What follows belongs to an exercise in optimizing a design on an open flow for small area; a production flow would make more cautious choices. In this exercise RTL edits were held to simulation tests only and were not proved equivalent to the original. Power is estimated from default activity; no workload was simulated.

--- design/flow/flow/run.sh ---
#!/bin/bash
# Standard ORFS layout (standard.sh) with these changes:
#  - synthesis maps with flow/abc_map.script, an area-oriented ABC script, in place
#    of ORFS's speed script (same synthesis script otherwise, same registers)
#  - the port buffers that global placement inserts are buf_1 cells
#  - CTS inserts no dummy loads and uses the buffers named in CTS_BUFS
set -euo pipefail
W=$PWD
CTS_BUFS="-buf_list sky130_fd_sc_hd__clkbuf_8 -sink_clustering_size 25 -sink_clustering_max_diameter 100"
rm -rf "$W/scripts"
cp -r "$FLOW_HOME/scripts" "$W/scripts"
cp "$W/flow/abc_map.script" "$W/scripts/abc_speed.script"
bash standard.sh SCRIPTS_DIR="$W/scripts" synth > synth.log 2>&1
export BUFFER_PORTS_ARGS="-buffer_cell sky130_fd_sc_hd__buf_1"
export CTS_ARGS="-sink_clustering_enable -repair_clock_nets -dont_use_dummy_load $CTS_BUFS"
bash standard.sh finish > layout.log 2>&1
--- design/flow/flow/abc_map.script ---
&get -n
&st
&dc2
&syn2
&dc2
&dch -f
&nf -R 1000 -p
&put
topo
stime -c
--- design/flow/standard.sh ---
#!/bin/bash
# synth_recipe.tcl (not shown) runs the flow's synth.tcl, then flattens the netlist and writes it again
# the make line also repeats each setting of config.mk as NAME=value (left out here)
make -C /OpenROAD-flow-scripts/flow DESIGN_CONFIG=/design/flow/config.mk WORK_HOME=/design/flow/orfs CLKGATE_MAP_FILE= SYNTH_SCRIPT=/design/flow/synth_recipe.tcl "${@:-finish}"
--- design/flow/config.mk ---
export PLATFORM = sky130hd
export DESIGN_NAME = timer_top
export DESIGN_NICKNAME = timer_top
export VERILOG_FILES = /design/flow/design.v
export SDC_FILE = /design/flow/constraint.sdc
export NUM_CORES = 4
export LEC_CHECK = 0
export CAP_MARGIN = 20
export CORE_MARGIN = 2
export CORE_UTILIZATION = 40
export PLACE_DENSITY = 0.6
export SLEW_MARGIN = 20
--- design/flow/constraint.sdc ---
create_clock -name core_clock -period 6.5 [get_ports {sys_clk}]
set_input_delay 1.3000 -clock core_clock [delete_from_list [all_inputs] [get_ports {sys_clk}]]
set_output_delay 1.3000 -clock core_clock [all_outputs]
set_load 0.01 [all_outputs]
--- design/flow/design.v ---
module timer_top (
	input  wire sys_clk,
	input  wire sys_rst_n,
	input  wire tim_psel,
	input  wire tim_penable,
	input  wire tim_pwrite,
	input  wire [11:0] tim_paddr,
	input  wire [31:0] tim_pwdata,
	input  wire [3:0]  tim_pstrb,
	output wire [31:0] tim_prdata,
	output wire tim_pslverr,
	output wire tim_pready,
	output wire tim_int,
	input  wire dbg_mode
);
	reg         apb_access;
	reg         timer_en, div_en;
	reg  [3:0]  div_val;
	reg         timer_en_prev;
	reg         cnt_update;
	reg  [7:0]  sub_cnt;
	reg  [63:0] r;
	reg         inc, z, y;
	reg  [63:0] tcmp_n;    
	reg         tier, tisr, halt_req, halt_ack;
	assign tim_pready = apb_access & tim_penable;
	wire wr_en  = tim_pready & tim_pwrite;
	wire a_ok   = (tim_paddr[11:5] == 7'd0) & (tim_paddr[1:0] == 2'd0);
	wire [2:0] idx = tim_paddr[4:2];
	wire wsel   = wr_en & a_ok;
	wire tcr_w  = wsel & (idx == 3'd0);
	wire tdr0_w = wsel & (idx == 3'd1);
	wire tdr1_w = wsel & (idx == 3'd2);
	wire cmp0_w = wsel & (idx == 3'd3);
	wire cmp1_w = wsel & (idx == 3'd4);
	wire tier_w = wsel & (idx == 3'd5) & tim_pstrb[0];
	wire tisr_w = wsel & (idx == 3'd6) & tim_pstrb[0];
	wire hcsr_w = wsel & (idx == 3'd7) & tim_pstrb[0];
	wire tdr_w  = tdr0_w | tdr1_w;
	wire tcr_w0 = tcr_w & tim_pstrb[0];
	wire tcr_w1 = tcr_w & tim_pstrb[1];
	assign tim_pslverr = (tcr_w0 & timer_en & (div_en != tim_pwdata[1])) |
	                     (tcr_w1 & ((timer_en & (div_val != tim_pwdata[11:8])) | (tim_pwdata[11:8] > 4'h8)));
	always @(posedge sys_clk, negedge sys_rst_n) begin
		if (!sys_rst_n) begin
			apb_access    <= 1'b0;
			timer_en      <= 1'b0;
			div_en        <= 1'b0;
			div_val       <= 4'h1;
			timer_en_prev <= 1'b0;
			tier          <= 1'b0;
			halt_req      <= 1'b0;
			halt_ack      <= 1'b0;
		end else begin
			apb_access    <= tim_penable & tim_psel;
			timer_en_prev <= timer_en;
			if (tcr_w0 & ~tim_pslverr) begin
				timer_en <= tim_pwdata[0];
				div_en   <= tim_pwdata[1];
			end
			if (tcr_w1 & ~tim_pslverr)
				div_val  <= tim_pwdata[11:8];
			if (tier_w)
				tier <= tim_pwdata[0];
			if (hcsr_w)
				halt_req <= tim_pwdata[0];
			halt_ack <= dbg_mode & halt_req;
		end
	end
	wire halt  = dbg_mode & halt_req;
	wire nedge = timer_en_prev & ~timer_en;
	wire [7:0] sub_cmp;
	assign sub_cmp[0] = div_val[3] | div_val[2] | div_val[1] | div_val[0];
	assign sub_cmp[1] = div_val[3] | div_val[2] | div_val[1];
	assign sub_cmp[2] = div_val[3] | div_val[2] | (div_val[1] & div_val[0]);
	assign sub_cmp[3] = div_val[3] | div_val[2];
	assign sub_cmp[4] = div_val[3] | (div_val[2] & (div_val[1] | div_val[0]));
	assign sub_cmp[5] = div_val[3] | (div_val[2] & div_val[1]);
	assign sub_cmp[6] = div_val[3] | (div_val[2] & div_val[1] & div_val[0]);
	assign sub_cmp[7] = div_val[3];
	wire pulse  = sub_cnt == sub_cmp;
	wire cnt_en = ~halt & timer_en & (~div_en | ~sub_cmp[0] | pulse);
	always @(posedge sys_clk, negedge sys_rst_n) begin
		if (!sys_rst_n)
			sub_cnt <= 8'h0;
		else if (~halt) begin
			if (~timer_en | ~div_en | pulse)
				sub_cnt <= 8'h0;
			else if (sub_cmp[0])
				sub_cnt <= sub_cnt + 8'd1;
		end
	end
	wire [7:0] allone;
	wire [8:0] bc;
	wire [63:0] carry;
	genvar gb, gi;
	generate
		for (gb = 0; gb < 8; gb = gb + 1) begin : g_byte
			assign allone[gb] = &r[8*gb+7:8*gb];
			assign carry[8*gb] = bc[gb];
			for (gi = 1; gi < 8; gi = gi + 1) begin : g_bit
				assign carry[8*gb+gi] = carry[8*gb+gi-1] & r[8*gb+gi-1];
			end
		end
		for (gb = 0; gb < 9; gb = gb + 1) begin : g_bc
			if (gb == 0) begin : g_first
				assign bc[gb] = inc;
			end else begin : g_rest
				assign bc[gb] = inc & (&allone[gb-1:0]);
			end
		end
	endgenerate
	wire [63:0] s = r ^ carry;
	wire [63:0] cnt = z ? {63'b0, inc} : s;
	wire match = z ? ((&tcmp_n[63:1]) & (tcmp_n[0] != inc)) : ((s ^ tcmp_n) == 64'hFFFF_FFFF_FFFF_FFFF);
	wire clr   = (match & cnt_en) | (nedge & ~halt);
	wire load = clr | tdr_w;
	wire [7:0] bw;
	assign bw[3:0] = {4{tdr0_w}} & tim_pstrb;
	assign bw[7:4] = {4{tdr1_w}} & tim_pstrb;
	wire sel_cnt_nw = load ? (~nedge & cnt_update) : (nedge | cnt_update);
	wire sel_r_nw   = load ? (~nedge & ~cnt_update & ~y) : (~nedge & ~cnt_update);
	wire [63:0] rn;
	generate
		for (gb = 0; gb < 8; gb = gb + 1) begin : g_sel
			wire wsel_b = (gb < 4) ? tdr0_w : tdr1_w;
			wire sp = bw[gb];
			wire sc = ~wsel_b & sel_cnt_nw;
			wire sr = wsel_b ? (~bw[gb] & ~y) : sel_r_nw;
			assign rn[8*gb+7:8*gb] = ({8{sp}} & tim_pwdata[8*(gb%4)+7:8*(gb%4)]) |
			                         ({8{sc}} & cnt[8*gb+7:8*gb]) |
			                         ({8{sr}} & r[8*gb+7:8*gb]);
		end
	endgenerate
	always @(posedge sys_clk, negedge sys_rst_n) begin
		if (!sys_rst_n) begin
			r          <= 64'h0;
			inc        <= 1'b0;
			z          <= 1'b0;
			y          <= 1'b0;
			cnt_update <= 1'b0;
		end else begin
			cnt_update <= cnt_en;
			r   <= rn;
			inc <= ~load & cnt_en;
			z   <= clr | (z & ~tdr_w & ~cnt_update & ~nedge);
			y   <= ~load & (nedge | (y & ~cnt_update));
		end
	end
	wire [31:0] mask = {{8{tim_pstrb[3]}}, {8{tim_pstrb[2]}}, {8{tim_pstrb[1]}}, {8{tim_pstrb[0]}}};
	always @(posedge sys_clk, negedge sys_rst_n) begin
		if (!sys_rst_n) begin
			tisr <= 1'b0;
		end else begin
			if (tisr_w & tim_pwdata[0])
				tisr <= 1'b0;
			else if (match)
				tisr <= 1'b1;
		end
	end
	genvar gc;
	generate
		for (gc = 0; gc < 8; gc = gc + 1) begin : g_cmp
			wire we = ((gc < 4) ? cmp0_w : cmp1_w) & tim_pstrb[gc % 4];
			always @(posedge sys_clk, negedge sys_rst_n) begin
				if (!sys_rst_n)
					tcmp_n[8*gc+7:8*gc] <= 8'h0;
				else if (we)
					tcmp_n[8*gc+7:8*gc] <= ~tim_pwdata[8*(gc%4)+7:8*(gc%4)];
			end
		end
	endgenerate
	assign tim_int = tier & tisr;
	wire rs_tdr0 = a_ok & (idx == 3'd1) & ~y;
	wire rs_tdr1 = a_ok & (idx == 3'd2) & ~y;
	wire rs_cmp0 = a_ok & (idx == 3'd3);
	wire rs_cmp1 = a_ok & (idx == 3'd4);
	wire rs_tcr  = a_ok & (idx == 3'd0);
	wire rs_tier = a_ok & (idx == 3'd5);
	wire rs_tisr = a_ok & (idx == 3'd6);
	wire rs_hcsr = a_ok & (idx == 3'd7);
	assign tim_prdata = ({32{rs_tdr0}} & r[31:0]) | ({32{rs_tdr1}} & r[63:32]) |
	                    ({32{rs_cmp0}} & ~tcmp_n[31:0]) | ({32{rs_cmp1}} & ~tcmp_n[63:32]) |
	                    ({32{rs_tcr}}  & {20'h0, div_val, 6'h0, div_en, timer_en}) |
	                    ({32{rs_tier}} & {31'h0, tier}) |
	                    ({32{rs_tisr}} & {31'h0, tisr}) |
	                    ({32{rs_hcsr}} & {30'h0, halt_ack, halt_req});
endmodule
==> summary.md, run 1 <==
| Metric | Value |
|---|---|
| Status | timing/DRC/antenna clean |
| # Max-Cap Violations | 0 |
| Mapped Nets | 1,014 |
| Clk Latency, worst-skew pair | 470 ps |
| CTS tree | done |
| Overflow after GRT | 0 |
| Placed instance area | 9390 µm² |
| Detailed router's first-iteration violation count | 754 |
| RSZ-0062 raised after global routing | false |
| # fillers | 2,110 |
| First-pass GRT wire length | 48.1 mm |
| Max_slew headroom | 29.3% |
| GRT Util Overall | 28.5% |
| Max Slew Vio Count | 0 |
| Synth async-reset ratio | 100% |
| Clock Sinks | 152 |
| Die footprint | 22,500 µm² |
| RD Place Congestion | 0.971 |
| Sw frac | 26.4% |
| Yosys warnings | 1 |
| Max Fclk | 171 MHz |
| Most common cell after layout, fill and taps aside | nand2_1 |
| Area Overhead vs Synth | 13.5% |
| Primary FF master, synth | dfrtp_1 |
| Crit path capture type | register |
| H-Tree Depth | 4 |
| Nature of the critical path startpoint | register |
| Hold_ws | 524 ps |
| Crit Path Max Fanout | 8 |
| Tcrit/Tclk final | 90.1% |
| CP max stage delay | 410 ps |
| Most used cell, CP | ha_1 |
| Post-Synthesis Cells | 903 |
| WS Path Type | register to register |
| DR vias | 8,183 |
| Largest net degree at the start of global routing | 58 |
| Synth cell types | 46 |
| Seq cells post-synth | 152 |
| Routed wire per std cell | 23.8 µm |
| CP max-delay cell | dfrtp_1 |
| CTS Buffer Depth | 2 |
| Cell Int Power | 1.24 mW |
| Number of synthesized flops with an enable pin | 0 |
| Leakage | 4.47 nW |
| Final Cell Area | 9690 µm² |
| FP Rows | 53 |
| Critical Path AT | 6190 ps |
| Clk pwr share | 33.2% |
| CTS Buf Count | 17 |
| PortBufs | 88 |
| Peak VDD IR | 0.0996 mV |
| Post-CTS setup buffer count | 0 |
| Share of total power in sequential cells | 58.9% |
| Vias/cell | 6.29 |
| Tightest Hold Check Type | register to register |
| Fin crit period | 5860 ps |
| Final Util | 46.2% |
| CP required | 6830 ps |
| Hpwl dp | 23.2 mm |
| NumNets Final | 1,139 |
| # DRC | 0 |
| Share of cells above drive strength 1 | 5.07% |
| Antenna cell count | 0 |
| Initial core utilization | 40.7% |
| Logic gate share of total power | 7.9% |
| Vias in the first global route | 7,867 |
| Chip Height | 150 µm |
| Final ANT Viol Nets | 0 |
| Final hold vios | 0 |
| Final wirelength | 31.0 mm |
| Chip width | 150 µm |
| CORE AREA | 21,000 µm² |
| Clock root buffer | clkbuf_8 |
| # IOs | 89 |
| Worst Tran Pin Value | 1060 ps |
| Switch Pwr | 444 µW |
| CTS clk-pin slew, worst paths | 80 ps |
| PwrDens | 174 nW/µm² |
| Final setup viols | 0 |
| Seq/Total Area, Yosys | 44.6% |
| Post-Synthesis Cell Area | 8540 µm² |
| Clock Skews | 33.5 ps |
| First-pass detailed-route iteration total | 9 |
| Most frequent cells in the layout | nand2_1 (154), dfrtp_1 (151), buf_1 (87) |
| Avg Inst Size Synth | 9.45 µm² |
| Initial antenna violation count | 0 |
stage by stage:
stage | setup slack [ps] | instances | power (mW) | TNS (ps)
after floorplan | 636 | 903 | 1.06 | 0
after global placement | 150 | 1282 | 1.14 | 0
after detailed placement | -121 | 1282 | 1.14 | -1720
after CTS | 105 | 1299 | 1.69 | 0
after global routing | 35.5 | 1301 | 1.75 | 0
final | 643 | 1301 | 1.68 | 0
synthesized netlist by cell type, types with 6 or more instances:
master    instances  area (µm²)
a31oi_1           8        50.1
o22ai_1          36         225
a221o_1          30         300
nor3_1           14        70.1
ha_1             57         713
xor2_1           23         201
dfrtp_1         151        3780
o21ai_0          45         225
a221oi_1          8        70.1
nand3_1          12        60.1
clkinv_1         32         120
mux2_1            6        67.6
a222oi_1         25         250
nand2_1         154         578
a22oi_1          45         338
nand4_1          35         219
nor4_1           12        75.1
xnor2_1          18         158
nor2_1           82         308
a21oi_1          49         245
and2_0           11        68.8
worst max-delay path: cells and delay by family (launching register included):
family,cells,cell delay [ps]
and+or+nand+nor,14,2640
adders and majority gates,7,1150
DFF,1,410
buffers and inverters,1,100
xor gates and xnor gates,1,170
AOI/OAI and AO/OA,6,1260
final timing paths:
kind	endpoint	slack (ps)	depth (start not counted)	start
min in group asynchronous	tcmp_n[45]	860	1	sys_rst_n
hold / removal	timer_en_prev	520	0	timer_en
max in group asynchronous	r[4]	4390	2	sys_rst_n
hold reg to reg	timer_en_prev	520	0	timer_en
setup / recovery	r[40]	640	29	r[5]
setup reg to reg	r[40]	640	29	r[5]
power by group through the flow:
stage                     Sequential [mW]  Clock [mW]  Combinational [mW]
after detailed placement             1.01           0               0.131
final                               0.991       0.558               0.132
after CTS                           0.990       0.569               0.131
after floorplan                      1.00           0              0.0560
after global routing                0.994       0.607               0.149
after global placement               1.01           0               0.133
routing by layer:
metal / up-vias / global-route usage, % / share of wire (%)
met4: 0 / 9.10 / 2.3
met5: - / 0 / 0
met2: 386 / 45.3 / 47
li1: 3717 / - / -
met3: 47 / 3.91 / 7.3
met1: 4033 / 40.3 / 43
registers in the layout, indices dropped and copies added (netlist names):
register	cells
r	64
tcmp_n	64
sub_cnt	8
div_val	4
apb_access	1
cnt_update	1
div_en	1
halt_ack	1
halt_req	1
inc	1
tier	1
timer_en	1
timer_en_prev	1
tisr	1
y	1
z	1
cells by family (layout without fill, tap and decap cells):
group                      count (synthesis)  in the layout  synth area share [%]
AOI/OAI and AO/OA                        272            272                  22.6
and+or+nand+nor                          342            342                  18.0
muxes                                      7              7                 0.909
adders and majority gates                 57             57                  8.35
xor gates and xnor gates                  41             41                  4.21
buffers and inverters                     32            155                  1.41
DFF                                      152            152                  44.6
final cells by class:
class	instances	area, µm²	area share [%]
multi-input cells	719	4690	48.4
flip-flops and latches	152	3800	39.3
repair buffers	106	494	5.10
well taps	275	344	3.55
clock buffers	17	234	2.41
inverters	32	120	1.24
repair_timing:
item,CTS,global route
hold buffers,0,0
hold endpoints to repair,0,0
setup endpoints to repair,30,64
resized for setup,5,9
==> run 2: changes to the inputs <==
--- a/design/flow/flow/run.sh
+++ b/design/flow/flow/run.sh
@@ -7,5 +7,5 @@
 set -euo pipefail
 W=$PWD
-CTS_BUFS="-buf_list sky130_fd_sc_hd__clkbuf_8 -sink_clustering_size 25 -sink_clustering_max_diameter 100"
+CTS_BUFS="-buf_list sky130_fd_sc_hd__clkbuf_16 -sink_clustering_size 30 -sink_clustering_max_diameter 120"
 rm -rf "$W/scripts"
 cp -r "$FLOW_HOME/scripts" "$W/scripts"
==> run 2 against run 1 <==
Core utilization up 0.89 points. Highest routed layer unchanged. Via count shrank 0.18%. Routed wire length is 0.18% lower. Design area up 1.9%. Combinational power about the same. Synthesized cell count stayed put. Flip-flop and latch count did not move. Sequential share of layout area is 0.74 points lower. Clock skew is 13 ps lower. Count of clock-buffer cells in the layout unchanged.
==> summary.md, run 2 <==
| Metric | Value |
|---|---|
| Status | timing/DRC/antenna clean |
| CTS Buffer Depth | 2 |
| Max Slew Vio Count | 0 |
| Vias/cell | 6.28 |
| Reg-to-Reg Start | r[5] |
| Initial antenna violation count | 0 |
| # IOs | 89 |
| Antenna cell count | 0 |
| Largest area contributor in the netlist | dfrtp_1 |
| Reg-to-Reg End | r[47] |
| Crit Path Max Fanout | 8 |
| Top Registers | r: 64 flops, tcmp_n: 64 flops, sub_cnt: 8 flops |
| Seq cells post-synth | 152 |
| Die footprint | 22,500 µm² |
| Post-CTS setup buffer count | 0 |
| Number of synthesized flops with an enable pin | 0 |
| Max_slew headroom | 29.9% |
| CP max stage delay | 410 ps |
| Hold Crit Start | tier |
| # Max-Cap Violations | 0 |
| H-Tree Depth | 4 |
| Top cell type's share of synthesized area | 44.3% |
| CTS Buf Count | 17 |
| Clock Sinks | 152 |
| Most frequent cell after synthesis | nand2_1 |
| Avg Inst Size Synth | 9.45 µm² |
| Vias in the first global route | 7,881 |
| Chip width | 150 µm |
| # DRC | 0 |
| PortBufs | 88 |
| GRT Util Overall | 28.4% |
| Tightest Hold Check Type | register to register |
| Synth top area cells | dfrtp_1 (44%), ha_1 (8.4%), nand2_1 (6.8%) |
| WS Path Type | register to register |
| Total power | 1.94 mW |
| Final hold vios | 0 |
| Post-Synthesis Cell Area | 8540 µm² |
| Leakage | 4.56 nW |
| FP Rows | 53 |
| Crit path capture type | register |
| Routed wire per std cell | 23.8 µm |
| Dpl ws | -121 ps |
| Most used cell, CP | ha_1 |
| Reg-to-reg slack, setup | 600 ps |
| Final setup viols | 0 |
| Clock Skews | 20.9 ps |
| Synth cell types | 46 |
| Tcrit/Tclk final | 90.8% |
| CORE AREA | 21,000 µm² |
| Max Fclk | 169 MHz |
| Share of cells above drive strength 1 | 4.97% |
| WHS Endpoint | tier |
| First-pass GRT wire length | 48.0 mm |
| RSZ-0062 raised after global routing | false |
| Worst Tran Pin Value | 1050 ps |
| Chip Height | 150 µm |
| DR vias | 8,168 |
| Fin crit period | 5900 ps |
| Hpwl dp | 23.2 mm |
| PwrDens | 196 nW/µm² |
| First-pass detailed-route iteration total | 8 |
| Seq/Total Area, Yosys | 44.6% |
| CP max-delay cell | dfrtp_1 |
| Setup WS post-layout | 597 ps |
| Commonest cells post-synth | nand2_1 (154), dfrtp_1 (151), nor2_1 (82), ha_1 (57), a21oi_1 (49) |
| Hold Crit Depth | 1 |
| CTS tree | done |
| Initial core utilization | 40.7% |
| Peak VDD IR | 0.135 mV |
| NumNets Final | 1,139 |
| Nature of the critical path startpoint | register |
| Most frequent cells in the layout | nand2_1 (154), dfrtp_1 (151), buf_1 (87) |
| Critical Path AT | 6210 ps |
| Cts-stage hold buffer count | 0 |
| Overflow after GRT | 0 |
| Yosys warnings | 1 |
| Final wirelength | 31.0 mm |
| Primary FF master, synth | dfrtp_1 |
| Final ANT Viol Nets | 0 |
| Post-Synthesis Cells | 903 |
| Clk Latency, worst-skew pair | 430 ps |
| Detailed router's first-iteration violation count | 847 |
| Clock root buffer | clkbuf_16 |
| Most common cell after layout, fill and taps aside | nand2_1 |
| Hold_ws | 521 ps |
| Synth async-reset ratio | 100% |
| Setup TNS | 0 ps |
| Register-to-Register Path Depth | 29 |
| CP required | 6810 ps |
| Largest net degree at the start of global routing | 58 |
| Area Overhead vs Synth | 15.7% |
| Mapped Nets | 1,014 |
| RD Place Congestion | 0.971 |
| CTS clk-pin slew, worst paths | 70 ps |
-- run 2: cell counts after synthesis --
No cell type changed its count.
-- run 2: worst max path at each step --
stage,depth (start not counted),startpoint,slack (ps),to
finish,29,r[5],600,r[47]
global route,30,r[5],3,r[19]
CTS,28,r[5],120,r[60]
detailed placement,29,r[5],-120,r[55]
global placement,29,r[5],150,r[55]
floorplan,27,r[6],640,r[40]
-- run 2: repair_timing --
item | CTS | global route
gates resized for setup | 5 | 8
endpoints found under the setup margin | 30 | 64
endpoints found under the hold margin | 0 | 0
pin swaps | 0 | 0
-- run 2: kinds of logic after synthesis --
group | Yosys count | synth area share (%)
DFF | 152 | 44.6
muxes | 7 | 0.909
buffers and inverters | 32 | 1.41
xor gates and xnor gates | 41 | 4.21
and+or+nand+nor | 342 | 18.0
AOI/OAI and AO/OA | 272 | 22.6
adders and majority gates | 57 | 8.35
-- run 2: layout make-up --
type,count,area [µm²]
Timing Repair Buffer,106,494
Fill cell,2095,11100
Clock buffer,17,425
Sequential cell,152,3800
Inverter,32,120
Tap cell,275,344
Multi-Input combinational cell,719,4690
-- run 2: routing by layer --
| layer | global-route usage (%) | up-vias | part of all wire (%) | wire (µm) |
|---|---|---|---|---|
| met5 | 0 | - | 0 | 0 |
| met4 | 8.44 | 0 | 2.6 | 790 |
| met3 | 4.67 | 56 | 7.3 | 2260 |
| met2 | 45.1 | 408 | 46 | 14400 |
| met1 | 40.2 | 3974 | 44 | 13500 |
| li1 | - | 3730 | - | - |
-- run 2: power by group --
part	total, mW	switching (mW)	internal, mW
Clock	0.809	0.356	0.453
Combinational	0.133	0.0929	0.0406
Sequential	0.994	0.0261	0.968
-- run 2: worst max-delay path: cells and delay by family (launching register included) --
| family | cells | cell delay [ps] |
|---|---|---|
| compound gates | 6 | 1290 |
| simple gates | 14 | 2690 |
| flops | 1 | 410 |
| buf+inv | 1 | 100 |
| xor+xnor | 1 | 170 |
| fa+ha+maj | 7 | 1140 |
-- run 2: metrics by stage --
stage	std cells	instance area, µm²	util, %
floorplan	903	8540	-
global placement	1282	9390	44.8
detailed placement	1282	9390	44.8
CTS	1299	9830	46.9
global route	1301	9880	47.1
finish	1301	9880	47.1
==> run 3: changes to the inputs <==
--- a/design/flow/flow/run.sh
+++ b/design/flow/flow/run.sh
@@ -7,5 +7,5 @@
 set -euo pipefail
 W=$PWD
-CTS_BUFS="-buf_list sky130_fd_sc_hd__clkbuf_16 -sink_clustering_size 30 -sink_clustering_max_diameter 120"
+CTS_BUFS="-buf_list sky130_fd_sc_hd__clkbuf_16 -sink_buffer_max_cap_derate 0.1"
 rm -rf "$W/scripts"
 cp -r "$FLOW_HOME/scripts" "$W/scripts"
==> run 3 against run 2 <==
Count of clock-buffer cells in the layout unchanged. First-iteration DRC count stayed put. Synthesized cell count is the same. Sequential power barely moved. Die area stayed put. Sequential share of layout area did not move. Setup slack is the same. Largest power group unchanged.
==> summary.md, run 3 <==
| Metric | Value |
|---|---|
| Post-Synthesis Cells | 903 |
| NumNets Final | 1,139 |
| Routed metal-1 wirelength | 13.5 mm |
| # DRC | 0 |
| # fillers | 2,095 |
| Reg-to-Reg End | r[47] |
| Sw frac | 24.5% |
| Synth cell types | 46 |
| First-pass GRT wire length | 48.0 mm |
| Switch Pwr | 475 µW |
| WHS Endpoint | tier |
| Peak VDD IR | 0.135 mV |
| Number of synthesized flops with an enable pin | 0 |
| Final Non-Filler Cells | 1,301 |
| Post-Synthesis Cell Area | 8540 µm² |
| Reg-to-Reg Start | r[5] |
| Final wirelength | 31.0 mm |
| Top cell type's share of synthesized area | 44.3% |
| CP required | 6810 ps |
| Final hold vios | 0 |
| Primary FF master, synth | dfrtp_1 |
| Reg-to-reg slack, setup | 600 ps |
| Die footprint | 22,500 µm² |
| Critical path buffer and inverter count | 1 |
| CTS Buf Count | 17 |
| Vias in the first global route | 7,881 |
| WS Path Type | register to register |
| Max Fclk | 169 MHz |
| RD Place Congestion | 0.971 |
| CTS Buffer Depth | 2 |
| Antenna cell count | 0 |
| Clk Latency, worst-skew pair | 430 ps |
| Logic gate share of total power | 6.9% |
| # IOs | 89 |
| Area Overhead vs Synth | 15.7% |
| Worst Tran Pin Value | 1050 ps |
| Initial antenna violation count | 0 |
| Fin crit period | 5900 ps |
| Clock root buffer | clkbuf_16 |
| Mapped Nets | 1,014 |
| Crit path max-delay family | simple AND/OR/NAND/NOR gates |
| Nature of the critical path startpoint | register |
| Hold Crit Start | tier |
| Largest area contributor in the netlist | dfrtp_1 |
| Max Slew Vio Count | 0 |
| Leakage | 4.56 nW |
| Synth async-reset ratio | 100% |
| Status | timing/DRC/antenna clean |
| Register-to-Register Path Depth | 29 |
| Total power | 1.94 mW |
| Crit path capture type | register |
| Final Util | 47.1% |
| Clock Sinks | 152 |
| Hpwl dp | 23.2 mm |
| CTS tree | done |
| Cell Int Power | 1.46 mW |
| Initial core utilization | 40.7% |
| Routed wire per std cell | 23.8 µm |
| PortBufs | 88 |
| Vias/cell | 6.28 |
| Uppermost layer routed | met4 |
| CP max-delay cell | dfrtp_1 |
| Max_slew headroom | 29.9% |
| Chip Height | 150 µm |
| RSZ-0062 raised after global routing | false |
| Met3 wire length | 2.26 mm |
| CTS clk-pin slew, worst paths | 70 ps |
| Final ANT Viol Nets | 0 |
| Synth top area cells | dfrtp_1 (44%), ha_1 (8.4%), nand2_1 (6.8%) |
| Yosys warnings | 1 |
| Post-CTS setup buffer count | 0 |
| Most frequent cell after synthesis | nand2_1 |
| CP max stage delay | 410 ps |
| Most frequent cells in the layout | nand2_1 (154), dfrtp_1 (151), buf_1 (87) |
| Overflow after GRT | 0 |
| Most used cell, CP | ha_1 |
| Final setup viols | 0 |
| CORE AREA | 21,000 µm² |
| Clk pwr share | 41.8% |
| Hold_ws | 521 ps |
| Clock Skews | 20.9 ps |
| Largest net degree at the start of global routing | 58 |
| Chip width | 150 µm |
| GRT Util Overall | 28.4% |
| Detailed router's first-iteration violation count | 847 |
| Commonest cells post-synth | nand2_1 (154), dfrtp_1 (151), nor2_1 (82), ha_1 (57), a21oi_1 (49) |
| Placed instance area | 9390 µm² |
| FP Rows | 53 |
| PwrDens | 196 nW/µm² |
| Final Cell Area | 9880 µm² |
| Crit Path Max Fanout | 8 |
| Seq cells post-synth | 152 |
| H-Tree Depth | 4 |
| Avg Inst Size Synth | 9.45 µm² |
| Dpl cells | 1,282 |
| Tcrit/Tclk final | 90.8% |
| First-pass detailed-route iteration total | 8 |
| Hold Crit Depth | 1 |
| Seq/Total Area, Yosys | 44.6% |
| Routed length on met2 | 14.4 mm |
| DR vias | 8,168 |
| Most common cell after layout, fill and taps aside | nand2_1 |
| Tightest Hold Check Type | register to register |
| # Max-Cap Violations | 0 |
| Share of cells above drive strength 1 | 4.97% |
| Top Registers | r: 64 flops, tcmp_n: 64 flops, sub_cnt: 8 flops |
| Share of total power in sequential cells | 51.3% |
| Critical Path AT | 6210 ps |
## run 3: cells by family after synthesis
logic type	Yosys count	synth area share (%)
compound gates	272	22.6
xor+xnor	41	4.21
buf+inv	32	1.41
fa+ha+maj	57	8.35
mux	7	0.909
simple gates	342	18.0
flops	152	44.6
## run 3: cell type report
| class | count | area, µm² | share of cell area [%] |
|---|---|---|---|
| Inverter | 32 | 120 | 1.22 |
| Clock buffer | 17 | 425 | 4.31 |
| Multi-Input combinational cell | 719 | 4690 | 47.5 |
| Tap cell | 275 | 344 | 3.48 |
| Timing Repair Buffer | 106 | 494 | 5.00 |
| Sequential cell | 152 | 3800 | 38.5 |
## run 3: how the worst max path moves through the flow
stage               cells after the start  endpoint  slack [ps]  startpoint
floorplan                              27     r[40]         640        r[6]
global placement                       29     r[55]         150        r[5]
detailed placement                     29     r[55]        -120        r[5]
CTS                                    28     r[60]         120        r[5]
global route                           30     r[19]           3        r[5]
finish                                 29     r[47]         600        r[5]
## run 3: repair_timing
action	4_1_cts	5_1_grt
setup endpoints to repair	30	64
gates resized for setup	5	8
gates cloned	0	0
hold buffers	0	0
hold endpoints to repair	0	0
## run 3: power by group through the flow
stage               clock network, mW  registers [mW]  logic, mW
floorplan                           0            1.00     0.0560
detailed placement                  0            1.01      0.131
global route                    0.858           0.995      0.149
CTS                             0.821           0.992      0.131
finish                          0.809           0.994      0.133
global placement                    0            1.01      0.133
## run 3: per-layer routing
layer | global-route usage (%) | vias up
met3 | 4.67 | 56
met4 | 8.44 | 0
li1 | - | 3730
met1 | 40.2 | 3974
met5 | 0 | -
met2 | 45.1 | 408
## run 3: stage by stage
step                setup WS (ps)  setup TNS (ps)
finish                        597               0
CTS                           119               0
detailed placement           -121           -1720
global placement              150               0
floorplan                     636               0
global route                 2.61               0
## run 3: worst reg2reg max path: cells and delay by family (launching register included)
family	cells	cell delay [ps]
compound gates	6	1290
xor+xnor	1	170
fa+ha+maj	7	1140
buf+inv	1	100
flops	1	410
simple gates	14	2690
==> run 4: changes to the inputs <==
--- a/design/flow/flow/run.sh
+++ b/design/flow/flow/run.sh
@@ -7,5 +7,5 @@
 set -euo pipefail
 W=$PWD
-CTS_BUFS="-buf_list sky130_fd_sc_hd__clkbuf_16 -sink_buffer_max_cap_derate 0.1"
+CTS_BUFS="-buf_list sky130_fd_sc_hd__clkbuf_8 -sink_buffer_max_cap_derate 0.05"
 rm -rf "$W/scripts"
 cp -r "$FLOW_HOME/scripts" "$W/scripts"
==> run 4 against run 3 <==
Still clean. Sequential share of layout area rose by 0.74 points. Global-route usage hardly changed. Final cell count did not move. Non-clock buffer count stayed put. Die area unchanged. Core utilization down 0.89 points. Setup slack improved by 45 ps. Critical path depth unchanged. Largest cell class unchanged. Highest routed layer unchanged.
==> summary.md, run 4 <==
| Metric | Value |
|---|---|
| Status | timing/DRC/antenna clean |
| Clock Sinks | 152 |
| Reg-to-Reg Start | r[5] |
| DR vias | 8,183 |
| Peak VDD IR | 0.0996 mV |
| Avg Inst Size Synth | 9.45 µm² |
| WS Path Type | register to register |
| Clock root buffer | clkbuf_8 |
| Synth async-reset ratio | 100% |
| Fin crit period | 5860 ps |
| CTS clk-pin slew, worst paths | 80 ps |
| Final Util | 46.2% |
| FP Rows | 53 |
| Nature of the critical path startpoint | register |
| First-pass GRT wire length | 48.1 mm |
| Number of synthesized flops with an enable pin | 0 |
| Post-synthesis compound-gate area fraction | 22.6% |
| Seq/Total Area, Yosys | 44.6% |
| Initial antenna violation count | 0 |
| XOR/XNOR share of the synthesized area | 4.21% |
| Overflow after GRT | 0 |
| Final ANT Viol Nets | 0 |
| Hold Crit Depth | 0 |
| Hold Crit Start | timer_en |
| Critical Path AT | 6190 ps |
| Primary FF master, synth | dfrtp_1 |
| GRT Util Overall | 28.5% |
| Die footprint | 22,500 µm² |
| First-pass detailed-route iteration total | 9 |
| Register area | 3800 µm² |
| CTS tree | done |
| Tightest Hold Check Type | register to register |
| Most frequent cell after synthesis | nand2_1 |
| Multiplexer share of the synthesized area | 0.909% |
| Chip Height | 150 µm |
| CTS Buf Count | 17 |
| Post-Synthesis Cell Area | 8540 µm² |
| Worst setup startpoint | r[5] |
| Max Fclk | 171 MHz |
| RD Place Congestion | 0.971 |
| CP max stage delay | 410 ps |
| NumNets Final | 1,139 |
| Routed wire per std cell | 23.8 µm |
| Multi-input logic area | 4690 µm² |
| Worst Tran Pin Value | 1060 ps |
| CTS Buffer Depth | 2 |
| Crit Path Max Fanout | 8 |
| Post-Synthesis Cells | 903 |
| Register-to-Register Path Depth | 29 |
| # Max-Cap Violations | 0 |
| Main combinational cell family by area after synthesis | compound AO/OA/AOI/OAI gates |
| Mapped Nets | 1,014 |
| Max Slew Vio Count | 0 |
| Tcrit/Tclk final | 90.1% |
| Dpl cells | 1,282 |
| Most used cell, CP | ha_1 |
| PwrDens | 174 nW/µm² |
| Clock Skews | 33.5 ps |
| Yosys warnings | 1 |
| Crit path capture type | register |
| Top cell type's share of synthesized area | 44.3% |
| Chip width | 150 µm |
| Area Overhead vs Synth | 13.5% |
| H-Tree Depth | 4 |
| Final setup viols | 0 |
| Most common cell after layout, fill and taps aside | nand2_1 |
| CORE AREA | 21,000 µm² |
| Commonest cells post-synth | nand2_1 (154), dfrtp_1 (151), nor2_1 (82), ha_1 (57), a21oi_1 (49) |
| Initial core utilization | 40.7% |
| Detailed router's first-iteration violation count | 754 |
| Antenna cell count | 0 |
| Vias/cell | 6.29 |
| Post-synthesis simple-gate area fraction | 18.0% |
| CP max-delay cell | dfrtp_1 |
| Most frequent cells in the layout | nand2_1 (154), dfrtp_1 (151), buf_1 (87) |
| Max_slew headroom | 29.3% |
| # IOs | 89 |
| Synth cell types | 46 |
| Clk Latency, worst-skew pair | 470 ps |
| Final wirelength | 31.0 mm |
| Largest area contributor in the netlist | dfrtp_1 |
| Final hold vios | 0 |
| Vias in the first global route | 7,867 |
| Top Registers | r: 64 flops, tcmp_n: 64 flops, sub_cnt: 8 flops |
| Final Non-Filler Cells | 1,301 |
| # fillers | 2,110 |
| Leakage | 4.47 nW |
| Seq cells post-synth | 152 |
| # DRC | 0 |
| CP required | 6830 ps |
| RSZ-0062 raised after global routing | false |
| Largest net degree at the start of global routing | 58 |
| PortBufs | 88 |
| Share of cells above drive strength 1 | 5.07% |
| Hpwl dp | 23.2 mm |
| Adder-Cell Fraction of Synth Area | 8.35% |
| Synth top area cells | dfrtp_1 (44%), ha_1 (8.4%), nand2_1 (6.8%) |
==> run 4: cell counts after synthesis <==
Identical to the previous run, type by type.
==> run 4: cell families after synthesis <==
family | count (synthesis)
buffers and inverters | 32
DFF | 152
AOI/OAI and AO/OA | 272
and+or+nand+nor | 342
xor gates and xnor gates | 41
muxes | 7
adders and majority gates | 57
==> run 4: metal layers <==
metal	up-vias	routed length (µm)	global-route usage, %
li1	3717	-	-
met1	4033	13500	40.3
met3	47	2270	3.91
met5	-	0	0
met4	0	701	9.10
met2	386	14600	45.3
==> run 4: worst paths after layout <==
kind                                 end  slack [ps]
min                        timer_en_prev         520
min in group asynchronous     tcmp_n[45]         860
min reg2reg                timer_en_prev         520
max reg2reg                        r[40]         640
max                                r[40]         640
max in group asynchronous           r[4]        4390
==> run 4: cell type report <==
cell class / instances / share of cell area (%)
inverters: 32 / 1.24
repair buffers: 106 / 5.10
clock buffers: 17 / 2.41
multi-input cells: 719 / 48.4
flip-flops and latches: 152 / 39.3
well taps: 275 / 3.55
==> run 4: through the flow <==
step	area, µm²	TNS, ps	hold slack [ps]	total power, mW	worst slack (ps)
4_1_cts	9640	0	525	1.69	105
2_1_floorplan	8540	0	457	1.06	636
3_3_place_gp	9390	0	509	1.14	150
5_1_grt	9690	0	544	1.75	35.5
3_5_place_dp	9390	-1720	509	1.14	-121
6_report	9690	0	524	1.68	643
==> run 4: worst max-delay path, delay by kind of cell (launching register included) <==
kind / cells / cell delay [ps]
compound gates: 6 / 1260
xor+xnor: 1 / 170
fa+ha+maj: 7 / 1150
buf+inv: 1 / 100
flops: 1 / 410
simple gates: 14 / 2640
==> run 4: report_power, final <==
part	internal [mW]	switching (mW)	total, mW
Clock	0.231	0.327	0.558
Sequential	0.966	0.0249	0.991
Combinational	0.0405	0.0920	0.132
==> run 4: repair_timing <==
item                                    CTS  global route
setup buffers                             0             0
endpoints found under the setup margin   30            64
gates resized for setup                   5             9
gates cloned                              0             0
hold buffers                              0             0
==> run 5: changes to the inputs <==
--- a/design/flow/flow/run.sh
+++ b/design/flow/flow/run.sh
@@ -7,5 +7,5 @@
 set -euo pipefail
 W=$PWD
-CTS_BUFS="-buf_list sky130_fd_sc_hd__clkbuf_8 -sink_buffer_max_cap_derate 0.05"
+CTS_BUFS="-buf_list sky130_fd_sc_hd__clkbuf_8"
 rm -rf "$W/scripts"
 cp -r "$FLOW_HOME/scripts" "$W/scripts"
==> run 5 against run 4 <==
Synthesized cell count stayed put. Sequential share of layout area did not move. Clock power barely moved. Via count unchanged. Core utilization stayed put. Hold slack stayed put. Sequential power about the same. Die area unchanged. Register-to-register slack about the same.
==> summary.md, run 5 <==
| Metric | Value |
|---|---|
| Status | timing/DRC/antenna clean |
| Cts-stage hold buffer count | 0 |
| DR vias | 8,183 |
| Setup WS post-layout | 643 ps |
| Seq/Total Area, Yosys | 44.6% |
| Nature of the critical path startpoint | register |
| CP required | 6830 ps |
| CP max-delay cell | dfrtp_1 |
| Crit Path Max Fanout | 8 |
| Clock root buffer | clkbuf_8 |
| Dpl ws | -121 ps |
| Clk Latency, worst-skew pair | 470 ps |
| Detailed router's first-iteration violation count | 754 |
| Register area | 3800 µm² |
| Primary FF master, synth | dfrtp_1 |
| Clk pwr share | 33.2% |
| Synth cell types | 46 |
| Post-Synthesis Cell Area | 8540 µm² |
| First-pass detailed-route iteration total | 9 |
| Final setup viols | 0 |
| Clock Sinks | 152 |
| Leakage | 4.47 nW |
| Worst Tran Pin Value | 1060 ps |
| Most frequent cell after synthesis | nand2_1 |
| Hpwl dp | 23.2 mm |
| Crit path to | r[40] |
| Synth top area cells | dfrtp_1 (44%), ha_1 (8.4%), nand2_1 (6.8%) |
| WS Path Type | register to register |
| # Max-Cap Violations | 0 |
| Clock Skews | 33.5 ps |
| Number of synthesized flops with an enable pin | 0 |
| RSZ-0062 raised after global routing | false |
| Max_slew headroom | 29.3% |
| # fillers | 2,110 |
| Final wirelength | 31.0 mm |
| Peak VDD IR | 0.0996 mV |
| CTS tree | done |
| Hold_ws | 524 ps |
| Routed wire per std cell | 23.8 µm |
| Reg-to-Reg Start | r[5] |
| Vias/cell | 6.29 |
| FP Rows | 53 |
| Fin crit period | 5860 ps |
| Initial core utilization | 40.7% |
| Avg Inst Size Synth | 9.45 µm² |
| # DRC | 0 |
| Vias in the first global route | 7,867 |
| Worst setup startpoint | r[5] |
| Critical Path AT | 6190 ps |
| GRT Util Overall | 28.5% |
| Register-to-Register Path Depth | 29 |
| Initial antenna violation count | 0 |
| # IOs | 89 |
| Logic gate share of total power | 7.9% |
| PwrDens | 174 nW/µm² |
| Reg-to-Reg End | r[40] |
| Crit path capture type | register |
| Seq cells post-synth | 152 |
| CTS Buffer Depth | 2 |
| Largest area contributor in the netlist | dfrtp_1 |
| Most used cell, CP | ha_1 |
| Sw frac | 26.4% |
| Max Fclk | 171 MHz |
| RD Place Congestion | 0.971 |
| Switch Pwr | 444 µW |
| Antenna cell count | 0 |
| Share of total power in sequential cells | 58.9% |
| Chip Height | 150 µm |
| NumNets Final | 1,139 |
| Cell Int Power | 1.24 mW |
| CTS Buf Count | 17 |
| Reg-to-reg slack, setup | 640 ps |
| Share of cells above drive strength 1 | 5.07% |
| Commonest cells post-synth | nand2_1 (154), dfrtp_1 (151), nor2_1 (82), ha_1 (57), a21oi_1 (49) |
| Post-CTS setup buffer count | 0 |
| CP max stage delay | 410 ps |
| Tightest Hold Check Type | register to register |
| Max Slew Vio Count | 0 |
| PortBufs | 88 |
| Chip width | 150 µm |
| Mapped Nets | 1,014 |
| Final Util | 46.2% |
| CORE AREA | 21,000 µm² |
| Yosys warnings | 1 |
| Area Overhead vs Synth | 13.5% |
| First-pass GRT wire length | 48.1 mm |
| Synth async-reset ratio | 100% |
| Most common cell after layout, fill and taps aside | nand2_1 |
| Post-Synthesis Cells | 903 |
| Overflow after GRT | 0 |
| Multi-input logic area | 4690 µm² |
| Top cell type's share of synthesized area | 44.3% |
| Die footprint | 22,500 µm² |
| Most frequent cells in the layout | nand2_1 (154), dfrtp_1 (151), buf_1 (87) |
| Final hold vios | 0 |
| Tcrit/Tclk final | 90.1% |
| CTS clk-pin slew, worst paths | 80 ps |
| Final ANT Viol Nets | 0 |
| Largest net degree at the start of global routing | 58 |
| Placed instance area | 9390 µm² |
| Top Registers | r: 64 flops, tcmp_n: 64 flops, sub_cnt: 8 flops |
| Final Cell Area | 9690 µm² |
| H-Tree Depth | 4 |
==> run 5: worst min-delay path by stage <==
stage | slack [ps] | from | end | cells after the start
2_1_floorplan | 460 | timer_en | timer_en_prev | 0
3_3_place_gp | 510 | timer_en | timer_en_prev | 0
3_5_place_dp | 510 | timer_en | timer_en_prev | 0
4_1_cts | 520 | timer_en | timer_en_prev | 0
5_1_grt | 540 | halt_req | halt_req | 1
6_report | 520 | timer_en | timer_en_prev | 0
==> run 5: layout make-up <==
cell class	instances	area share, %
clock buffer	17	2.41
multi-input combinational	719	48.4
sequential	152	39.3
tap	275	3.55
inverter	32	1.24
timing repair buffer	106	5.10
==> run 5: what timing repair did <==
item | 4_1_cts | 5_1_grt
gates resized for setup | 5 | 9
gates cloned | 0 | 0
endpoints found under the setup margin | 30 | 64
==> run 5: cells by family (layout without fill, tap and decap cells) <==
| group | Yosys count | in the layout | share of synthesized area (%) |
|---|---|---|---|
| fa+ha+maj | 57 | 57 | 8.35 |
| buf+inv | 32 | 155 | 1.41 |
| compound gates | 272 | 272 | 22.6 |
| flops | 152 | 152 | 44.6 |
| simple gates | 342 | 342 | 18.0 |
| mux | 7 | 7 | 0.909 |
| xor+xnor | 41 | 41 | 4.21 |
==> run 5: critical path, delay by kind of cell, from the launching register on <==
kind / cells / cell delay (ps)
compound gates: 6 / 1260
fa+ha+maj: 7 / 1150
simple gates: 14 / 2640
flops: 1 / 410
xor+xnor: 1 / 170
buf+inv: 1 / 100
==> run 5: power groups by stage <==
stage          Sequential (mW)  Combinational [mW]  Clock [mW]
2_1_floorplan             1.00              0.0560           0
3_3_place_gp              1.01               0.133           0
3_5_place_dp              1.01               0.131           0
4_1_cts                  0.990               0.131       0.569
5_1_grt                  0.994               0.149       0.607
6_report                 0.991               0.132       0.558
==> run 5: metrics by stage <==
stage | TNS (ps) | power, mW | instances
after floorplan | 0 | 1.06 | 903
after global placement | 0 | 1.14 | 1282
after detailed placement | -1720 | 1.14 | 1282
after CTS | 0 | 1.69 | 1299
after global routing | 0 | 1.75 | 1301
final | 0 | 1.68 | 1301
==> run 5: layer usage <==
| metal | up-vias | GRT usage (%) | wire length (µm) |
|---|---|---|---|
| li1 | 3717 | - | - |
| met1 | 4033 | 40.3 | 13500 |
| met2 | 386 | 45.3 | 14600 |
| met3 | 47 | 3.91 | 2270 |
| met4 | 0 | 9.10 | 701 |
| met5 | - | 0 | 0 |
==> run 6: changes to the inputs <==
--- a/design/flow/design.v
+++ b/design/flow/design.v
@@ -70,6 +70,6 @@
 	wire halt  = dbg_mode & halt_req;
 	wire nedge = timer_en_prev & ~timer_en;
-	wire [7:0] sub_cmp;
-	assign sub_cmp[0] = div_val[3] | div_val[2] | div_val[1] | div_val[0];
+	wire div_nz = |div_val;
+	wire [7:1] sub_cmp;
 	assign sub_cmp[1] = div_val[3] | div_val[2] | div_val[1];
 	assign sub_cmp[2] = div_val[3] | div_val[2] | (div_val[1] & div_val[0]);
@@ -79,13 +79,13 @@
 	assign sub_cmp[6] = div_val[3] | (div_val[2] & div_val[1] & div_val[0]);
 	assign sub_cmp[7] = div_val[3];
-	wire pulse  = sub_cnt == sub_cmp;
-	wire cnt_en = ~halt & timer_en & (~div_en | ~sub_cmp[0] | pulse);
+	wire pulse  = sub_cnt[0] & (sub_cnt[7:1] == sub_cmp);
+	wire cnt_en = ~halt & timer_en & (~div_en | ~div_nz | pulse);
 	always @(posedge sys_clk, negedge sys_rst_n) begin
 		if (!sys_rst_n)
 			sub_cnt <= 8'h0;
 		else if (~halt) begin
-			if (~timer_en | ~div_en | pulse)
+			if (~timer_en | ~div_en | (pulse & div_nz))
 				sub_cnt <= 8'h0;
-			else if (sub_cmp[0])
+			else if (div_nz)
 				sub_cnt <= sub_cnt + 8'd1;
 		end
==> design/flow/flow/abc_map.script (replaced) <==
&get -n
&st
&dc2
&syn2
&dc2
&dch -f
&nf -R 1000 -p
&put
buffer -c
topo
stime -c
upsize -c
dnsize -c
==> run 6 against run 5 <==
Still clean on timing, DRC and antenna. Flip-flop and latch count unchanged. Design area down 0.88%. Sequential share of layout area up 0.35 points. Clock power about the same. Hold slack better by 13 ps. Synthesized area up 2.9%. Global-route usage down 2.2 points. Final cell count down 0.54%. Clock skew down 5.1 ps. First-iteration DRC count up 33%. Total power down 6.6%. Critical path type unchanged. Highest routed layer unchanged.
==> summary.md, run 6 <==
| Metric | Value |
|---|---|
| Status | timing/DRC/antenna clean |
| PwrDens | 163 nW/µm² |
| RSZ-0062 raised after global routing | false |
| Chip Height | 152 µm |
| Max Fclk | 165 MHz |
| Critical Path AT | 6470 ps |
| Clock Sinks | 152 |
| Placed instance area | 9360 µm² |
| Final Util | 44.3% |
| CORE AREA | 21,700 µm² |
| Dpl ws | 284 ps |
| Cts-stage hold buffer count | 0 |
| Gr busiest metal | met2 |
| Die footprint | 23,200 µm² |
| Vias/cell | 6.24 |
| DR vias | 8,070 |
| Detailed router's first-iteration violation count | 1,006 |
| First-pass detailed-route iteration total | 8 |
| Fin crit period | 6070 ps |
| Dpl cells | 1,277 |
| Final Non-Filler Cells | 1,294 |
| FP Rows | 54 |
| Post-Synthesis Cells | 941 |
| RD Place Congestion | 0.984 |
| First-pass GRT wire length | 47.2 mm |
| Post-Synthesis Cell Area | 8780 µm² |
| Peak VDD IR | 0.0904 mV |
| M3 GR Usage | 5.46% |
| Final Cell Area | 9600 µm² |
| # Max-Cap Violations | 0 |
| CTS tree | done |
| GRT met1 Usage | 37.7% |
| Mapped Nets | 1,052 |
| Synth cell types | 57 |
| Max_slew headroom | 33.3% |
| Final hold vios | 0 |
| CP required | 6900 ps |
| GRT Util Overall | 26.2% |
| CTS Buf Count | 17 |
| Register area | 3800 µm² |
| Hold_ws | 537 ps |
| Clk Latency, worst-skew pair | 480 ps |
| Top Registers | r: 64 flops, tcmp_n: 64 flops, sub_cnt: 8 flops |
| Clock root buffer | clkbuf_8 |
| Nature of the critical path startpoint | register |
| Synth async-reset ratio | 100% |
| Initial antenna violation count | 0 |
| Chip width | 152 µm |
| # fillers | 2,171 |
| CTS Buffer Depth | 2 |
| Total power | 1.57 mW |
| Top cell type's share of synthesized area | 43.0% |
| Seq cells post-synth | 152 |
| Leakage | 4.58 nW |
| Share of cells above drive strength 1 | 5.62% |
| Crit Path Max Fanout | 16 |
| Most common cell after layout, fill and taps aside | dfrtp_1 |
| WS Path Type | register to register |
| Global-route met2 utilization | 39.4% |
| # DRC | 0 |
| NumNets Final | 1,127 |
| Antenna cell count | 0 |
| Hpwl dp | 22.6 mm |
| Final wirelength | 30.2 mm |
| Final ANT Viol Nets | 0 |
| Primary FF master, synth | dfrtp_1 |
| Max Slew Vio Count | 0 |
| Largest net degree at the start of global routing | 69 |
| Most frequent cells in the layout | dfrtp_1 (151), nand2_1 (147), buf_1 (87) |
| Tightest Hold Check Type | register to register |
| Most frequent cell after synthesis | dfrtp_1 |
| H-Tree Depth | 4 |
| Routed wire per std cell | 23.3 µm |
| Number of synthesized flops with an enable pin | 0 |
| Setup TNS | 0 ps |
| Clock Skews | 28.5 ps |
| PortBufs | 88 |
| CTS clk-pin slew, worst paths | 70 ps |
| Area Overhead vs Synth | 9.33% |
| Commonest cells post-synth | dfrtp_1 (151), nand2_1 (147), nor2_1 (73), ha_1 (57), a21oi_1 (53) |
| Worst Tran Pin Value | 997 ps |
| Final setup viols | 0 |
| Synth top area cells | dfrtp_1 (43%), ha_1 (8.1%), nand2_1 (6.3%) |
| # IOs | 89 |
| Overflow after GRT | 0 |
| Tcrit/Tclk final | 93.4% |
| Initial core utilization | 40.5% |
| Multi-input logic area | 4670 µm² |
| Setup WS post-layout | 429 ps |
| Yosys warnings | 1 |
| Avg Inst Size Synth | 9.34 µm² |
| Crit path capture type | register |
| Vias in the first global route | 7,870 |
| Seq/Total Area, Yosys | 43.3% |
| Largest area contributor in the netlist | dfrtp_1 |
[run 6: changes by cell type after synthesis, moves of 6 or more]
cell	before	now
clkbuf_1	0	33
inv_1	0	33
clkinv_1	32	0
and2_1	0	13
and2_0	11	0
nor2_1	82	73
mux2_2	0	7
nand2_1	154	147
nand3_1	12	5
mux2_1	6	0
nor2_2	0	6
nor3_1	14	20
[run 6: path summary, 6_finish.rpt]
path / start / end / slack (ps) / cells past startpoint
worst min register to register: r[62] / r[62] / 540 / 2
max in group asynchronous: sys_rst_n / r[28] / 4560 / 2
worst max register to register: r[6] / r[15] / 430 / 27
worst min-delay path: r[62] / r[62] / 540 / 2
worst max-delay path: r[6] / r[15] / 430 / 27
min in group asynchronous: sys_rst_n / sub_cnt[0] / 720 / 1
[run 6: critical path: stages, from the launching register on]
cell,delay [ps]
dfrtp_1,410
nand3_1,110
nor3_1,460
nand2_1,170
nor3_1,330
nand2_1,130
nor3_1,330
nor3b_2,330
nor3b_1,230
ha_1,180
ha_1,140
ha_1,160
ha_1,150
ha_1,140
ha_1,140
ha_1,160
xor2_1,230
a221oi_1,110
o2111ai_1,160
nor4_1,80
a31oi_1,290
o21ai_2,90
nand2b_4,180
a211o_1,360
nor2_4,350
buf_4,320
a22oi_1,120
nand2_1,110
[run 6: routing by layer]
metal | up-vias | wire (µm)
met4 | 0 | 799
met5 | - | 0
met3 | 57 | 2500
li1 | 3676 | -
met1 | 3918 | 13400
met2 | 419 | 13500
[run 6: cell type report]
| cell class | instances | share of cell area [%] |
|---|---|---|
| multi-input combinational | 713 | 48.7 |
| sequential | 152 | 39.6 |
| timing repair buffer | 99 | 4.34 |
| tap | 280 | 3.65 |
| clock buffer | 17 | 2.44 |
| inverter | 33 | 1.29 |
[run 6: cells by family (layout without fill, tap and decap cells)]
logic type | Yosys count | count (layout) | synth area share, %
AO/OA/AOI/OAI | 269 | 269 | 21.9
XOR/XNOR | 40 | 40 | 3.99
adder cells (fa/ha/maj) | 57 | 57 | 8.12
buffers and inverters | 76 | 149 | 3.70
flip-flops | 152 | 152 | 43.3
multiplexers | 9 | 9 | 1.13
AND/OR/NAND/NOR | 338 | 338 | 17.8
[run 6: what timing repair did]
action,in CTS,in global routing
setup buffers,0,0
hold endpoints to repair,0,0
setup endpoints to repair,0,20
resized for setup,0,2
[run 6: power breakdown]
part	total [mW]	internal [mW]	switching, mW
Combinational	0.0628	0.0138	0.0489
Clock	0.559	0.230	0.329
Sequential	0.948	0.947	0.00123
Total	1.57	1.19	0.379
==> run 7: changes to the inputs <==
==> design/flow/flow/abc_map.script (replaced) <==
&get -n
&st
&dc2
&syn2
&dc2
&dch -f
&nf -R 1000 -p
&put
topo
stime -c
==> run 7 against run 6 <==
Highest routed layer unchanged. Total power decreased by 0.65%. Design area about the same. Fmax decreased by 0.42%. Critical path depth unchanged. First-iteration DRC count decreased by 12%. Largest power group unchanged. Flip-flop and latch count unchanged. Combinational power decreased by 2%. Critical path type unchanged. Setup slack got worse by 25 ps. Clock power decreased by 2%. Routed wire length decreased by 2.9%.
==> summary.md, run 7 <==
| Metric | Value |
|---|---|
| Status | timing/DRC/antenna clean |
| Max Fclk | 164 MHz |
| Post-synthesis simple-gate area fraction | 18.0% |
| Vias/cell | 6.23 |
| Post-Synthesis Cell Area | 8520 µm² |
| Antenna cell count | 0 |
| FP Rows | 53 |
| Routed wire per std cell | 22.7 µm |
| Setup TNS | 0 ps |
| Hpwl dp | 21.9 mm |
| Most common cell after layout, fill and taps aside | dfrtp_1 |
| CP max-delay cell | dfrtp_1 |
| Sw frac | 23.7% |
| Mapped Nets | 1,009 |
| Synth async-reset ratio | 100% |
| Largest net degree at the start of global routing | 55 |
| Most used cell, CP | ha_1 |
| PwrDens | 162 nW/µm² |
| H-Tree Depth | 4 |
| Clock Skews | 38.0 ps |
| Top Registers | r: 64 flops, tcmp_n: 64 flops, sub_cnt: 8 flops |
| Tcrit/Tclk final | 93.8% |
| RSZ-0062 raised after global routing | false |
| Nature of the critical path startpoint | register |
| Number of synthesized flops with an enable pin | 0 |
| # fillers | 2,074 |
| Tightest Hold Check Type | register to register |
| Hold Crit Depth | 0 |
| Max Slew Vio Count | 0 |
| CP max stage delay | 410 ps |
| NumNets Final | 1,128 |
| Vias in the first global route | 7,953 |
| Peak VDD IR | 0.107 mV |
| Crit path max-delay family | simple AND/OR/NAND/NOR gates |
| # DRC | 0 |
| Detailed router's first-iteration violation count | 883 |
| Reg-to-Reg Start | r[5] |
| GRT Util Overall | 27.1% |
| Final wirelength | 29.3 mm |
| Reg-to-Reg End | r[23] |
| CTS clk-pin slew, worst paths | 80 ps |
| Worst Tran Pin Value | 965 ps |
| Synth top area cells | dfrtp_1 (44%), ha_1 (8.4%), nand2_1 (6.5%) |
| Critical path buffer and inverter count | 2 |
| Final hold vios | 0 |
| Clock Sinks | 152 |
| Most frequent cell after synthesis | dfrtp_1 |
| Final Cell Area | 9610 µm² |
| DR vias | 8,034 |
| Crit Path Max Fanout | 13 |
| CTS Buf Count | 17 |
| # Max-Cap Violations | 0 |
| Commonest cells post-synth | dfrtp_1 (151), nand2_1 (147), nor2_1 (79), ha_1 (57), a21oi_1 (53) |
| Chip width | 150 µm |
| CORE AREA | 21,000 µm² |
| Yosys warnings | 1 |
| Leakage | 4.38 nW |
| Logic gate share of total power | 4.0% |
| Area Overhead vs Synth | 12.8% |
| Switch Pwr | 369 µW |
| CTS tree | done |
| XOR/XNOR share of the synthesized area | 4.11% |
| Adder-Cell Fraction of Synth Area | 8.37% |
| Fin crit period | 6100 ps |
| Multiplexer share of the synthesized area | 1.16% |
| Synth cell types | 46 |
| CP required | 6830 ps |
| Cell Int Power | 1.19 mW |
| Clk Latency, worst-skew pair | 480 ps |
| Clk pwr share | 35.3% |
| # IOs | 89 |
| Post-Synthesis Cells | 898 |
| Overflow after GRT | 0 |
| Die footprint | 22,500 µm² |
| Reg-to-reg slack, setup | 400 ps |
| WHS Endpoint | timer_en_prev |
| Largest area contributor in the netlist | dfrtp_1 |
| Number of cells on the critical path | 27 |
| Crit path capture type | register |
| Seq/Total Area, Yosys | 44.7% |
| WS Path Type | register to register |
| PortBufs | 88 |
| Max_slew headroom | 35.4% |
| Share of cells above drive strength 1 | 4.93% |
| Chip Height | 150 µm |
| Hold Crit Start | timer_en |
| First-pass GRT wire length | 46.3 mm |
| RD Place Congestion | 0.982 |
| Share of total power in sequential cells | 60.8% |
| Final ANT Viol Nets | 0 |
| Primary FF master, synth | dfrtp_1 |
| Register-to-Register Path Depth | 27 |
| Critical Path AT | 6430 ps |
| Multi-input logic area | 4670 µm² |
| Final setup viols | 0 |
| Avg Inst Size Synth | 9.48 µm² |
| Main combinational cell family by area after synthesis | compound AO/OA/AOI/OAI gates |
| Top cell type's share of synthesized area | 44.4% |
| Initial antenna violation count | 0 |
| Seq cells post-synth | 152 |
| CTS Buffer Depth | 2 |
| Post-synthesis compound-gate area fraction | 22.2% |
| Initial core utilization | 40.6% |
| Register area | 3800 µm² |
| First-pass detailed-route iteration total | 9 |
| Placed instance area | 9310 µm² |
| Clock root buffer | clkbuf_8 |
| Most frequent cells in the layout | dfrtp_1 (151), nand2_1 (147), buf_1 (87) |
==> run 7: changes by cell type after synthesis, sizes merged <==
cell	before	now
buf	10	0
clkbuf	33	0
clkinv	0	33
inv	33	0
==> run 7: worst max-delay path by stage <==
| stage | startpoint | endpoint | slack, ps |
|---|---|---|---|
| global placement | r[6] | r[63] | 360 |
| CTS | r[5] | r[63] | 30 |
| global route | r[5] | r[23] | 10 |
| finish | r[5] | r[23] | 400 |
| floorplan | r[6] | r[40] | 760 |
| detailed placement | r[6] | r[57] | 100 |
==> run 7: cells by family after synthesis <==
family,count (synthesis)
xor gates and xnor gates,40
adders and majority gates,57
buffers and inverters,33
AOI/OAI and AO/OA,269
DFF,152
muxes,9
and+or+nand+nor,338
==> run 7: power by group through the flow <==
stage               registers [mW]  logic, mW  clock network [mW]
floorplan                    0.966     0.0105                   0
global placement             0.966     0.0624                   0
detailed placement           0.966     0.0623                   0
CTS                          0.948     0.0624               0.560
global route                 0.948     0.0697               0.592
finish                       0.948     0.0616               0.550
==> run 7: timing repair <==
action / 4_1_cts / 5_1_grt
setup buffers: 0 / 1
setup endpoints to repair: 0 / 64
resized for setup: 0 / 15
hold buffers: 0 / 0
==> run 7: per-layer routing <==
| metal | wire [µm] | global-route usage (%) | share of wire, % | vias up |
|---|---|---|---|---|
| met5 | 0 | 0 | 0 | - |
| met4 | 878 | 9.72 | 3.0 | 0 |
| met3 | 2550 | 5.09 | 8.7 | 59 |
| met2 | 13300 | 42.2 | 45 | 400 |
| met1 | 12600 | 37.8 | 43 | 3875 |
| li1 | - | - | - | 3700 |
==> run 7: metrics by stage <==
stage / hold WS (ps) / power, mW / setup slack, ps / utilization (%) / instances
2_1_floorplan: 441 / 0.976 / 763 / - / 898
5_1_grt: 551 / 1.61 / 11.9 / 45.8 / 1290
3_3_place_gp: 491 / 1.03 / 356 / 44.4 / 1272
6_report: 532 / 1.56 / 403 / 45.8 / 1290
4_1_cts: 527 / 1.57 / 27.5 / 45.5 / 1289
3_5_place_dp: 508 / 1.03 / 100 / 44.4 / 1272
==> run 7: final cells by class <==
class,count,area share [%]
clock buffers,17,2.44
inverters,33,1.29
multi-input cells,713,48.7
flip-flops and latches,152,39.6
well taps,275,3.58
repair buffers,100,4.42
==> run 7: worst register-to-register path, delay by kind of cell, from the launching register on <==
kind                       cells  cell delay (ps)
xor gates and xnor gates       1              170
DFF                            1              410
adders and majority gates      7             1180
buffers and inverters          2              350
AOI/OAI and AO/OA              4              960
and+or+nand+nor               13             2890
==> run 8: changes to the inputs <==
--- a/design/flow/config.mk
+++ b/design/flow/config.mk
@@ -8,5 +8,5 @@
 export CAP_MARGIN = 20
 export CORE_MARGIN = 2
-export CORE_UTILIZATION = 40
-export PLACE_DENSITY = 0.6
+export CORE_UTILIZATION = 60
+export PLACE_DENSITY = 0.7
 export SLEW_MARGIN = 20
==> run 8 against run 7 <==
Count of clock-buffer cells in the layout unchanged. Hold slack worse by 14 ps. Clock power down 2%. Synthesized area unchanged. First-iteration DRC count up 57%. Setup slack worse by 170 ps. Flip-flop and latch count unchanged. Total power down 0.77%. Design area down 1.7%. Critical path depth unchanged. Critical endpoint is now r[49].
==> summary.md, run 8 <==
| Metric | Value |
|---|---|
| Initial antenna violation count | 0 |
| Hpwl dp | 21.1 mm |
| Avg Inst Size Synth | 9.48 µm² |
| Yosys warnings | 1 |
| Share of cells above drive strength 1 | 4.35% |
| Register-to-Register Path Depth | 27 |
| Area Overhead vs Synth | 10.9% |
| Post-CTS setup buffer count | 0 |
| Die footprint | 15,200 µm² |
| Number of synthesized flops with an enable pin | 0 |
| CTS Buf Count | 17 |
| Critical Path AT | 6600 ps |
| Global-route met2 utilization | 61.9% |
| Mapped Nets | 1,009 |
| GRT met1 Usage | 52.1% |
| Top cell type's share of synthesized area | 44.4% |
| CTS tree | done |
| Setup WS post-layout | 230 ps |
| Worst Tran Pin Value | 1060 ps |
| Post-Synthesis Cell Area | 8520 µm² |
| Reg-to-Reg Start | r[5] |
| CORE AREA | 13,900 µm² |
| Most frequent cell after synthesis | dfrtp_1 |
| Final hold vios | 0 |
| Hold Crit Start | tier |
| Worst setup startpoint | r[5] |
| Final wirelength | 29.2 mm |
| First-pass GRT wire length | 45.0 mm |
| NumNets Final | 1,125 |
| Tightest Hold Check Type | register to register |
| Max_slew headroom | 29.2% |
| CP required | 6830 ps |
| Status | timing/DRC/antenna clean |
| Seq cells post-synth | 152 |
| DR vias | 8,503 |
| Largest area contributor in the netlist | dfrtp_1 |
| # DRC | 0 |
| Primary FF master, synth | dfrtp_1 |
| Gr busiest metal | met2 |
| PortBufs | 88 |
| Post_cts resized | 0 |
| Vias/cell | 7.13 |
| CTS clk-pin slew, worst paths | 80 ps |
| # IOs | 89 |
| Synth cell types | 46 |
| Reg-to-Reg End | r[49] |
| Synth top area cells | dfrtp_1 (44%), ha_1 (8.4%), nand2_1 (6.5%) |
| Nature of the critical path startpoint | register |
| Cts-stage hold buffer count | 0 |
| Most common cell after layout, fill and taps aside | dfrtp_1 |
| Fin crit period | 6270 ps |
| First-pass detailed-route iteration total | 7 |
| Top Registers | r: 64 flops, tcmp_n: 64 flops, sub_cnt: 8 flops |
| RD Place Congestion | 1.03 |
| Overflow after GRT | 0 |
| FP Rows | 43 |
| Crit Path Max Fanout | 8 |
| Vias in the first global route | 8,312 |
| Crit path capture type | register |
| Setup TNS | 0 ps |
| Commonest cells post-synth | dfrtp_1 (151), nand2_1 (147), nor2_1 (79), ha_1 (57), a21oi_1 (53) |
| Seq/Total Area, Yosys | 44.7% |
| Max Fclk | 159 MHz |
| Total power | 1.55 mW |
| Largest net degree at the start of global routing | 69 |
| Clock Skews | 26.6 ps |
| Reg-to-reg slack, setup | 230 ps |
| Clock root buffer | clkbuf_8 |
| GRT Util Overall | 39.7% |
| WS Path Type | register to register |
| RSZ-0062 raised after global routing | false |
run 8: cell counts after synthesis:
No cell type changed its count.
run 8: routing by layer:
| metal | part of all wire, % | routed length (µm) | up-vias |
|---|---|---|---|
| li1 | - | - | 3687 |
| met1 | 38 | 11100 | 4066 |
| met2 | 46 | 13300 | 610 |
| met3 | 11 | 3220 | 140 |
| met4 | 5.6 | 1650 | 0 |
| met5 | 0 | 0 | - |
run 8: kinds of logic after synthesis:
kind of cell	synth area share [%]
adders and majority gates	8.37
DFF	44.7
xor gates and xnor gates	4.11
muxes	1.16
and+or+nand+nor	18.0
AOI/OAI and AO/OA	22.2
buffers and inverters	1.45
run 8: worst min path at each step:
| stage | to | cells after the start | slack [ps] |
|---|---|---|---|
| 2_1_floorplan | timer_en_prev | 0 | 440 |
| 3_3_place_gp | timer_en_prev | 0 | 480 |
| 3_5_place_dp | timer_en_prev | 0 | 500 |
| 4_1_cts | tier | 1 | 520 |
| 5_1_grt | tier | 1 | 530 |
| 6_report | tier | 1 | 520 |
run 8: final cells by class:
class / count / area (µm²) / share of cell area, %
clock buffer: 17 / 234 / 2.48
tap: 180 / 225 / 2.38
multi-input combinational: 713 / 4660 / 49.3
timing repair buffer: 97 / 402 / 4.25
sequential: 152 / 3800 / 40.3
inverter: 33 / 124 / 1.31
run 8: per-stage QoR:
step	util [%]	area, µm²	std cells	hold slack (ps)
2_1_floorplan	-	8520	898	441
3_3_place_gp	66.1	9170	1174	481
3_5_place_dp	66.1	9170	1174	502
4_1_cts	67.7	9400	1191	517
5_1_grt	68.1	9450	1192	532
6_report	68.1	9450	1192	518
run 8: power breakdown:
group          switching, mW  internal (mW)
Combinational         0.0476         0.0138
Sequential           0.00125          0.947
Clock                  0.308          0.230
run 8: critical path: stages (launching register included):
cell and delay [ps]:
dfrtp_1 420, nand3_1 110, nor3_1 330, nand2_1 180, nor3_1 350, nand2_1 130, nor3_1 310, nor3b_2 340
nor3b_1 240, ha_1 190, ha_1 150, ha_1 150, ha_1 140, ha_1 140, ha_1 140, ha_1 250
xnor2_1 190, nor4_2 380, nand4_1 160, nor3_1 170, a31oi_1 180, o21ai_0 240, nand2b_2 220, nand2_1 120
o21ai_2 170, nor2_1 230, a222oi_1 370, clkinv_1 130

Check on run 8: ideal ports give 0.230 ns setup slack; a clkbuf_16 on the clock port and buf_2 on the inputs give 0.230 ns; moving port delays by the midpoint clock arrival (0.495 ns) as well gives 0.230 ns.
